From an optimization exercise on the open Yosys and OpenROAD flow, aimed at small area; shortcuts taken in it are not production practice. Only simulation tests tie the RTL to the original design; equivalence was not proved. Power is estimated from default activity; no workload was simulated.

==> v6: inputs <==
// PWM_Generator
module PWM_Generator (
	input clk,
	input rst,
	input [7:0] DUTY_CYCLE,
	input [15:0] ADC,
	input [9:0] PWM_PERIOD, DEAD_TIME,
	output reg PWM_UP, PWM_DOWN, Complete, ADC_Test
);
==> flow/config.mk <==
export PLATFORM = sky130hd
export DESIGN_NAME = PWM_Generator
export DESIGN_NICKNAME = PWM_Generator
export VERILOG_FILES = /design/flow/design.v
export SDC_FILE = /design/flow/constraint.sdc
export NUM_CORES = 4
export LEC_CHECK = 0
export CAP_MARGIN = 20
export CORE_MARGIN = 2
export CORE_UTILIZATION = 40
export GPL_TIMING_DRIVEN = 0
export SLEW_MARGIN = 20
export SYNTH_HIERARCHICAL = 1
export SYNTH_MINIMUM_KEEP_SIZE = 0
==> flow/constraint.sdc <==
create_clock -name core_clock -period 7.0 [get_ports {clk}]
set_input_delay 1.4000 -clock core_clock [delete_from_list [all_inputs] [get_ports {clk}]]
set_output_delay 1.4000 -clock core_clock [all_outputs]
set_load 0.01 [all_outputs]
standard.sh (not shown) runs the stock make flow with config.mk's settings and CLKGATE_MAP_FILE= SYNTH_SCRIPT=/design/flow/synth_recipe.tcl, a recipe that flattens the netlist after the stock synthesis.
==> flow/flow/run.sh <==
#!/bin/bash
set -e
ARGS=(BUFFER_PORTS_ARGS="-buffer_cell sky130_fd_sc_hd__buf_1" RECOVER_POWER=100
      REMOVE_ABC_BUFFERS=1 SKIP_REPAIR_TIE_FANOUT=1
      CTS_ARGS="-sink_clustering_enable -repair_clock_nets -dont_use_dummy_load")
bash standard.sh synth > standard_synth.log 2>&1
DOWNSIZE_ODB=orfs/results/sky130hd/PWM_Generator/base/1_synth.odb \
  openroad -no_init -exit flow/downsize.tcl > downsize.log 2>&1
bash standard.sh "${ARGS[@]}" finish > standard.log 2>&1
==> flow/flow/downsize.tcl <==
# Resize every combinational cell of the synthesized netlist to the smallest drive strength
# of its own cell family (same function and pins). Flip-flops keep their cell type. The
# later repair steps of the standard flow size up again whatever timing needs.
set odb $::env(DOWNSIZE_ODB)
read_db $odb
set db [ord::get_db]
set block [[$db getChip] getBlock]
set n 0
foreach inst [$block getInsts] {
  set m [$inst getMaster]
  set name [$m getName]
  if {![regexp {^(sky130_fd_sc_hd__)([a-z0-9]+)_([0-9]+)$} $name -> pre fam drive]} { continue }
  if {[string match "df*" $fam] || [string match "*buf*" $fam] || $fam eq "conb"} { continue }
  set best ""
  set best_area 1e9
  foreach d {0 1 2 4} {
    set cand [$db findMaster "${pre}${fam}_$d"]
    if {$cand eq "NULL"} { continue }
    set a [expr {[$cand getWidth] * [$cand getHeight]}]
    if {$a < $best_area} { set best $cand; set best_area $a }
  }
  if {$best ne "" && [$best getName] ne $name} {
    set cur_area [expr {[$m getWidth] * [$m getHeight]}]
    if {$best_area < $cur_area} {
      $inst swapMaster $best
      incr n
    }
  }
}
puts "downsized $n instances"
write_db $odb
==> v13: changes against v6 <==
==> flow/run.sh (new file) <==
#!/bin/bash
# synth_recipe.tcl (not shown) runs the flow's synth.tcl, then flattens the netlist and writes it again
# the make line also repeats each setting of config.mk as NAME=value (left out here)
make -C /OpenROAD-flow-scripts/flow DESIGN_CONFIG=/design/flow/config.mk WORK_HOME=/design/flow/orfs CLKGATE_MAP_FILE= SYNTH_SCRIPT=/design/flow/synth_recipe.tcl finish
--- a/flow/config.mk
+++ b/flow/config.mk
@@ -10,3 +10,2 @@
 export CORE_UTILIZATION = 40
-export GPL_TIMING_DRIVEN = 0
 export SLEW_MARGIN = 20
removed: flow/flow/run.sh
removed: flow/flow/downsize.tcl
removed: flow/standard.sh
==> v10: changes against v6 <==
==> flow/flow/run.sh (replaced) <==
#!/bin/bash
bash standard.sh BUFFER_PORTS_ARGS="-buffer_cell sky130_fd_sc_hd__buf_2" RECOVER_POWER=100 finish > standard.log 2>&1
--- a/flow/config.mk
+++ b/flow/config.mk
@@ -7,7 +7,6 @@
 export LEC_CHECK = 0
-export CAP_MARGIN = 20
+export CAP_MARGIN = 5
 export CORE_MARGIN = 2
-export CORE_UTILIZATION = 40
-export GPL_TIMING_DRIVEN = 0
-export SLEW_MARGIN = 20
+export CORE_UTILIZATION = 60
+export SLEW_MARGIN = 5
 export SYNTH_HIERARCHICAL = 1
removed: flow/flow/downsize.tcl
==> v36: changes against v6 <==
--- a/flow/flow/run.sh
+++ b/flow/flow/run.sh
@@ -6,3 +6,3 @@
 bash standard.sh synth > standard_synth.log 2>&1
-DOWNSIZE_ODB=orfs/results/sky130hd/PWM_Generator/base/1_synth.odb \
+DOWNSIZE_MAX_FANOUT=4 DOWNSIZE_ODB=orfs/results/sky130hd/PWM_Generator/base/1_synth.odb \
   openroad -no_init -exit flow/downsize.tcl > downsize.log 2>&1
--- a/flow/flow/downsize.tcl
+++ b/flow/flow/downsize.tcl
@@ -1,2 +1,2 @@
-# Resize every combinational cell of the synthesized netlist to the smallest drive strength
+# Resize every combinational cell with at most DOWNSIZE_MAX_FANOUT loads of the synthesized netlist to the smallest drive strength
 # of its own cell family (same function and pins). Flip-flops keep their cell type. The
@@ -13,2 +13,11 @@
   if {[string match "df*" $fam] || [string match "*buf*" $fam] || $fam eq "conb"} { continue }
+  # keep the synthesized size of cells driving many loads
+  set fanout 0
+  foreach it [$inst getITerms] {
+    if {[$it isOutputSignal]} {
+      set net [$it getNet]
+      if {$net ne "NULL"} { set fanout [expr {$fanout + [llength [$net getITerms]] - 1}] }
+    }
+  }
+  if {$fanout > $::env(DOWNSIZE_MAX_FANOUT)} { continue }
   set best ""
==> results.txt <==
| quantity | v13 | v6 | v10 | v36 |
|---|---|---|---|---|
| Run status | no timing/DRC/antenna violations | failed layout checks | no timing/DRC/antenna violations | no timing/DRC/antenna violations |
| Layout check failures | - | capacitance limit, slew limit | - | - |
| Met2 routing resource usage after global routing | 0.2675 | 0.3011 | 0.4098 | 0.2941 |
| Buffers inserted during post-CTS setup optimization | 1 | 0 | 0 | 0 |
| Met3 track utilization from global routing | 0.01824 | 0.03119 | 0.03110 | 0.02433 |
| Setup repair after global routing missed its margin | no | no | no | yes |
| Achievable frequency | 146.0 MHz | 147.4 MHz | 146.6 MHz | 146.2 MHz |
| Post-route core utilization | 0.4990 | 0.4572 | 0.6924 | 0.4554 |
| Max-Cap Viols | 0 | 1 | 0 | 0 |
| Proportion of layout cells with a drive suffix above 1 | 0.2949 | 0.09685 | 0.3101 | 0.08738 |
| Global-route total usage across every layer | 0.1597 | 0.1677 | 0.2371 | 0.1661 |
| Switching Fraction | 0.3638 | 0.3834 | 0.3841 | 0.3819 |
| Finished layout cell area | 0.005129 mm^2 | 0.004489 mm^2 | 0.004705 mm^2 | 0.004472 mm^2 |
| Post-route clock period utilization | 0.9788 | 0.9690 | 0.9743 | 0.9773 |
| Peak supply drop | 0.09340 mV | 0.07107 mV | 0.1169 mV | 0.07986 mV |
| Worst setup timing slack at the placement stage | -0.6113 ns | -0.9692 ns | -0.1876 ns | -0.9739 ns |
| Total area of multi-input combinational cells | 0.003485 mm^2 | 0.003273 mm^2 | 0.003408 mm^2 | 0.003281 mm^2 |
| Number of nets in the layout | 598 | 563 | 592 | 562 |
| Violation count after the first detailed-route iteration | 75 | 88 | 90 | 68 |
| Global-route wire length before repair | 14,610 um | 14,700 um | 14,010 um | 14,580 um |
| Net switching power figure | 0.2946 mW | 0.2761 mW | 0.2957 mW | 0.2725 mW |
| Cell depth of the worst min-delay path | 2 | 2 | 2 | 1 |
| Synth top area share | 0.4229 | - | 0.4229 | - |

========
==> 08-24 <==
Starting RTL as in the previous note.
Design PWM_Generator, start of the top module:
module PWM_Generator (
	input clk,
	input rst,
	input [7:0] DUTY_CYCLE,
	input [15:0] ADC,
	input [9:0] PWM_PERIOD, DEAD_TIME,
	output reg PWM_UP, PWM_DOWN, Complete, ADC_Test
);
	reg [9:0] counter;
	reg [9:0] up_time_n;
	reg up_cin_n;
	reg lt;
	reg adc_gt;
	reg Fault;
	reg next_UP, next_DOWN;
	wire pp1 = ~(PWM_PERIOD[0] & DUTY_CYCLE[0]);
	wire pp2 = ~(PWM_PERIOD[0] & DUTY_CYCLE[1]);
	wire pp3 = ~(PWM_PERIOD[0] & DUTY_CYCLE[2]);
	wire pp4 = ~(PWM_PERIOD[0] & DUTY_CYCLE[3]);
	wire pp5 = ~(PWM_PERIOD[0] & DUTY_CYCLE[4]);
	wire pp6 = ~(PWM_PERIOD[0] & DUTY_CYCLE[5]);
	wire pp7 = ~(PWM_PERIOD[0] & DUTY_CYCLE[6]);
	wire pp8 = ~(PWM_PERIOD[0] & DUTY_CYCLE[7]);
	wire pp9 = ~(PWM_PERIOD[1] & DUTY_CYCLE[0]);
	wire pp10 = ~(PWM_PERIOD[1] & DUTY_CYCLE[1]);
	wire pp11 = ~(PWM_PERIOD[1] & DUTY_CYCLE[2]);
	wire pp12 = ~(PWM_PERIOD[1] & DUTY_CYCLE[3]);
	wire pp13 = ~(PWM_PERIOD[1] & DUTY_CYCLE[4]);
	wire pp14 = ~(PWM_PERIOD[1] & DUTY_CYCLE[5]);
	wire pp15 = ~(PWM_PERIOD[1] & DUTY_CYCLE[6]);
	wire pp16 = ~(PWM_PERIOD[1] & DUTY_CYCLE[7]);
	wire pp17 = ~(PWM_PERIOD[2] & DUTY_CYCLE[0]);
	wire pp18 = ~(PWM_PERIOD[2] & DUTY_CYCLE[1]);
	wire pp19 = ~(PWM_PERIOD[2] & DUTY_CYCLE[2]);
	wire pp20 = ~(PWM_PERIOD[2] & DUTY_CYCLE[3]);
	wire pp21 = ~(PWM_PERIOD[2] & DUTY_CYCLE[4]);
	wire pp22 = ~(PWM_PERIOD[2] & DUTY_CYCLE[5]);
	wire pp23 = ~(PWM_PERIOD[2] & DUTY_CYCLE[6]);
	wire pp24 = ~(PWM_PERIOD[2] & DUTY_CYCLE[7]);
	wire pp25 = ~(PWM_PERIOD[3] & DUTY_CYCLE[0]);
	wire pp26 = ~(PWM_PERIOD[3] & DUTY_CYCLE[1]);
	wire pp27 = ~(PWM_PERIOD[3] & DUTY_CYCLE[2]);
	wire pp28 = ~(PWM_PERIOD[3] & DUTY_CYCLE[3]);
	wire pp29 = ~(PWM_PERIOD[3] & DUTY_CYCLE[4]);
	wire pp30 = ~(PWM_PERIOD[3] & DUTY_CYCLE[5]);
	wire pp31 = ~(PWM_PERIOD[3] & DUTY_CYCLE[6]);
  ...
export LEC_CHECK = 0
export CAP_MARGIN = 20
export CORE_MARGIN = 2
export CORE_UTILIZATION = 40
export GPL_TIMING_DRIVEN = 0
export SLEW_MARGIN = 20
export SYNTH_HIERARCHICAL = 1
export SYNTH_MINIMUM_KEEP_SIZE = 0
create_clock -name core_clock -period 7.0 [get_ports {clk}]
==> flow/flow/run.sh <==
#!/bin/bash
set -e
ARGS=(BUFFER_PORTS_ARGS="-buffer_cell sky130_fd_sc_hd__buf_1" RECOVER_POWER=100
      REMOVE_ABC_BUFFERS=1 SKIP_REPAIR_TIE_FANOUT=1
      CTS_ARGS="-sink_clustering_enable -repair_clock_nets -dont_use_dummy_load -buf_list {sky130_fd_sc_hd__clkbuf_2 sky130_fd_sc_hd__clkbuf_4}")
bash standard.sh synth > standard_synth.log 2>&1
DOWNSIZE_MAX_FANOUT=4 DOWNSIZE_ODB=orfs/results/sky130hd/PWM_Generator/base/1_synth.odb \
  openroad -no_init -exit flow/downsize.tcl > downsize.log 2>&1
bash standard.sh "${ARGS[@]}" finish > standard.log 2>&1
==> flow/flow/downsize.tcl <==
# Resize every combinational cell with at most DOWNSIZE_MAX_FANOUT loads of the synthesized netlist to the smallest drive strength
# of its own cell family (same function and pins). Flip-flops keep their cell type. The
# later repair steps of the standard flow size up again whatever timing needs.
set odb $::env(DOWNSIZE_ODB)
read_db $odb
set db [ord::get_db]
set block [[$db getChip] getBlock]
set n 0
foreach inst [$block getInsts] {
  set m [$inst getMaster]
  set name [$m getName]
  if {![regexp {^(sky130_fd_sc_hd__)([a-z0-9]+)_([0-9]+)$} $name -> pre fam drive]} { continue }
  if {[string match "df*" $fam] || [string match "*buf*" $fam] || $fam eq "conb"} { continue }
  # keep the synthesized size of cells driving many loads
  set fanout 0
  foreach it [$inst getITerms] {
    if {[$it isOutputSignal]} {
      set net [$it getNet]
      if {$net ne "NULL"} { set fanout [expr {$fanout + [llength [$net getITerms]] - 1}] }
    }
  }
  if {$fanout > $::env(DOWNSIZE_MAX_FANOUT)} { continue }
  set best ""
  set best_area 1e9
  foreach d {0 1 2 4} {
    set cand [$db findMaster "${pre}${fam}_$d"]
    if {$cand eq "NULL"} { continue }
    set a [expr {[$cand getWidth] * [$cand getHeight]}]
    if {$a < $best_area} { set best $cand; set best_area $a }
  }
  if {$best ne "" && [$best getName] ne $name} {
    set cur_area [expr {[$m getWidth] * [$m getHeight]}]
    if {$best_area < $cur_area} {
      $inst swapMaster $best
      incr n
    }
  }
}
puts "downsized $n instances"
write_db $odb
==> 08-08 (differences from 08-24) <==
==> flow/flow/run.sh (replaced) <==
#!/bin/bash
bash standard.sh BUFFER_PORTS_ARGS="-buffer_cell sky130_fd_sc_hd__buf_1" RECOVER_POWER=100 finish > standard.log 2>&1
- GPL_TIMING_DRIVEN: 0 -> default
removed: flow/flow/downsize.tcl
==> 09-04 (differences from 08-24) <==
==> flow/flow/run.sh (replaced) <==
#!/bin/bash
set -e
ARGS=(BUFFER_PORTS_ARGS="-buffer_cell sky130_fd_sc_hd__buf_1" RECOVER_POWER=100
      REMOVE_ABC_BUFFERS=1 SKIP_REPAIR_TIE_FANOUT=1
      CTS_ARGS="-sink_clustering_enable -repair_clock_nets -dont_use_dummy_load")
bash standard.sh synth > standard_synth.log 2>&1
DOWNSIZE_MAX_FANOUT=4 DOWNSIZE_ODB=orfs/results/sky130hd/PWM_Generator/base/1_synth.odb \
  openroad -no_init -exit flow/downsize.tcl > downsize.log 2>&1
bash standard.sh "${ARGS[@]}" finish > standard.log 2>&1
- CORE_UTILIZATION: 40 -> 65
==> 07-22 (differences from 08-24) <==
==> flow/flow/run.sh (replaced) <==
#!/bin/bash
set -e
ARGS=(BUFFER_PORTS_ARGS="-buffer_cell sky130_fd_sc_hd__buf_1" RECOVER_POWER=100
      REMOVE_ABC_BUFFERS=1 SKIP_REPAIR_TIE_FANOUT=1
      CTS_ARGS="-sink_clustering_enable -repair_clock_nets -dont_use_dummy_load")
bash standard.sh synth > standard_synth.log 2>&1
DOWNSIZE_ODB=orfs/results/sky130hd/PWM_Generator/base/1_synth.odb \
  openroad -no_init -exit flow/downsize.tcl > downsize.log 2>&1
bash standard.sh "${ARGS[@]}" finish > standard.log 2>&1
--- a/flow/flow/downsize.tcl
+++ b/flow/flow/downsize.tcl
@@ -1,3 +1,3 @@
-# Resize every combinational cell with at most DOWNSIZE_MAX_FANOUT loads of the synthesized netlist to the smallest drive strength
+# Resize every combinational cell of the synthesized netlist to the smallest drive strength
 # of its own cell family (same function and pins). Flip-flops keep their cell type. The
 # later repair steps of the standard flow size up again whatever timing needs.
@@ -12,13 +12,4 @@
   if {![regexp {^(sky130_fd_sc_hd__)([a-z0-9]+)_([0-9]+)$} $name -> pre fam drive]} { continue }
   if {[string match "df*" $fam] || [string match "*buf*" $fam] || $fam eq "conb"} { continue }
-  # keep the synthesized size of cells driving many loads
-  set fanout 0
-  foreach it [$inst getITerms] {
-    if {[$it isOutputSignal]} {
-      set net [$it getNet]
-      if {$net ne "NULL"} { set fanout [expr {$fanout + [llength [$net getITerms]] - 1}] }
-    }
-  }
-  if {$fanout > $::env(DOWNSIZE_MAX_FANOUT)} { continue }
   set best ""
   set best_area 1e9
- GPL_TIMING_DRIVEN: 0 -> default
==> notes <==
Via count: 08-08 > 07-22 > 09-04 > 08-24.
In 09-04 the total power is larger than in 08-24, by about 8%.
Against 08-08, the utilization of 08-24 is lower by 1.1 points.
Against 08-08, the clock power of 09-04 is lower by about 27%.
Against 07-22, the clock skew of 08-24 is higher by 0.0011 ns.
Against 07-22, the synthesized area of 08-24 is higher by about 0.37%.
Sequential cell count is the same in 07-22 and 08-08.
Sequential power is about the same in 07-22 and 08-24.
In critical path depth, 08-08 and 07-22 do not differ.
Combinational power, lowest first: 08-24, 07-22, 09-04, 08-08.

[re-timing with driven ports]
The flow's constraints put no driver on any port. The routed layouts listed below were extracted and timed again, unchanged, in two steps.
Step 1, drivers: a clkbuf_16 drives clk and a buf_2 each remaining input, both assumed.
Step 2 moves the port delays by t, midway between the first and last clock arrival at a register: inputs arrive t later, outputs are due t later. That takes back most of the time a late clock gives input paths.
a / b / c = ideal ports / drivers / drivers and shift; a / b = the first two.
run	t (ns)	setup slack, ns	latest minus earliest clock arrival (ns)	worst register clock-pin slew, ns	pins driven straight from the clock port
v6	0.299	0.217 / 0.178 / -0.121	0.020 / 0.020	0.06 / 0.06	1
v13	0.299	0.149 / 0.153 / -0.147	0.008 / 0.009	0.07 / 0.07	1
v10	0.308	0.180 / 0.181 / -0.127	0.008 / 0.008	0.07 / 0.07	1
v36	0.302	0.159 / 0.125 / -0.177	0.016 / 0.017	0.07 / 0.07	1
08-24	0.345	0.187 / 0.175 / -0.169	0.023 / 0.023	0.10 / 0.10	1
08-08	0.301	0.161 / 0.156 / -0.145	0.009 / 0.008	0.07 / 0.07	1
09-04	0.301	0.134 / 0.095 / -0.207	0.017 / 0.017	0.07 / 0.07	1
07-22	0.304	0.136 / 0.138 / -0.166	0.021 / 0.021	0.07 / 0.07	1
The setup slack of 08-24, which loses most, moves by -0.012 ns with the drivers and by -0.356 ns with both steps.
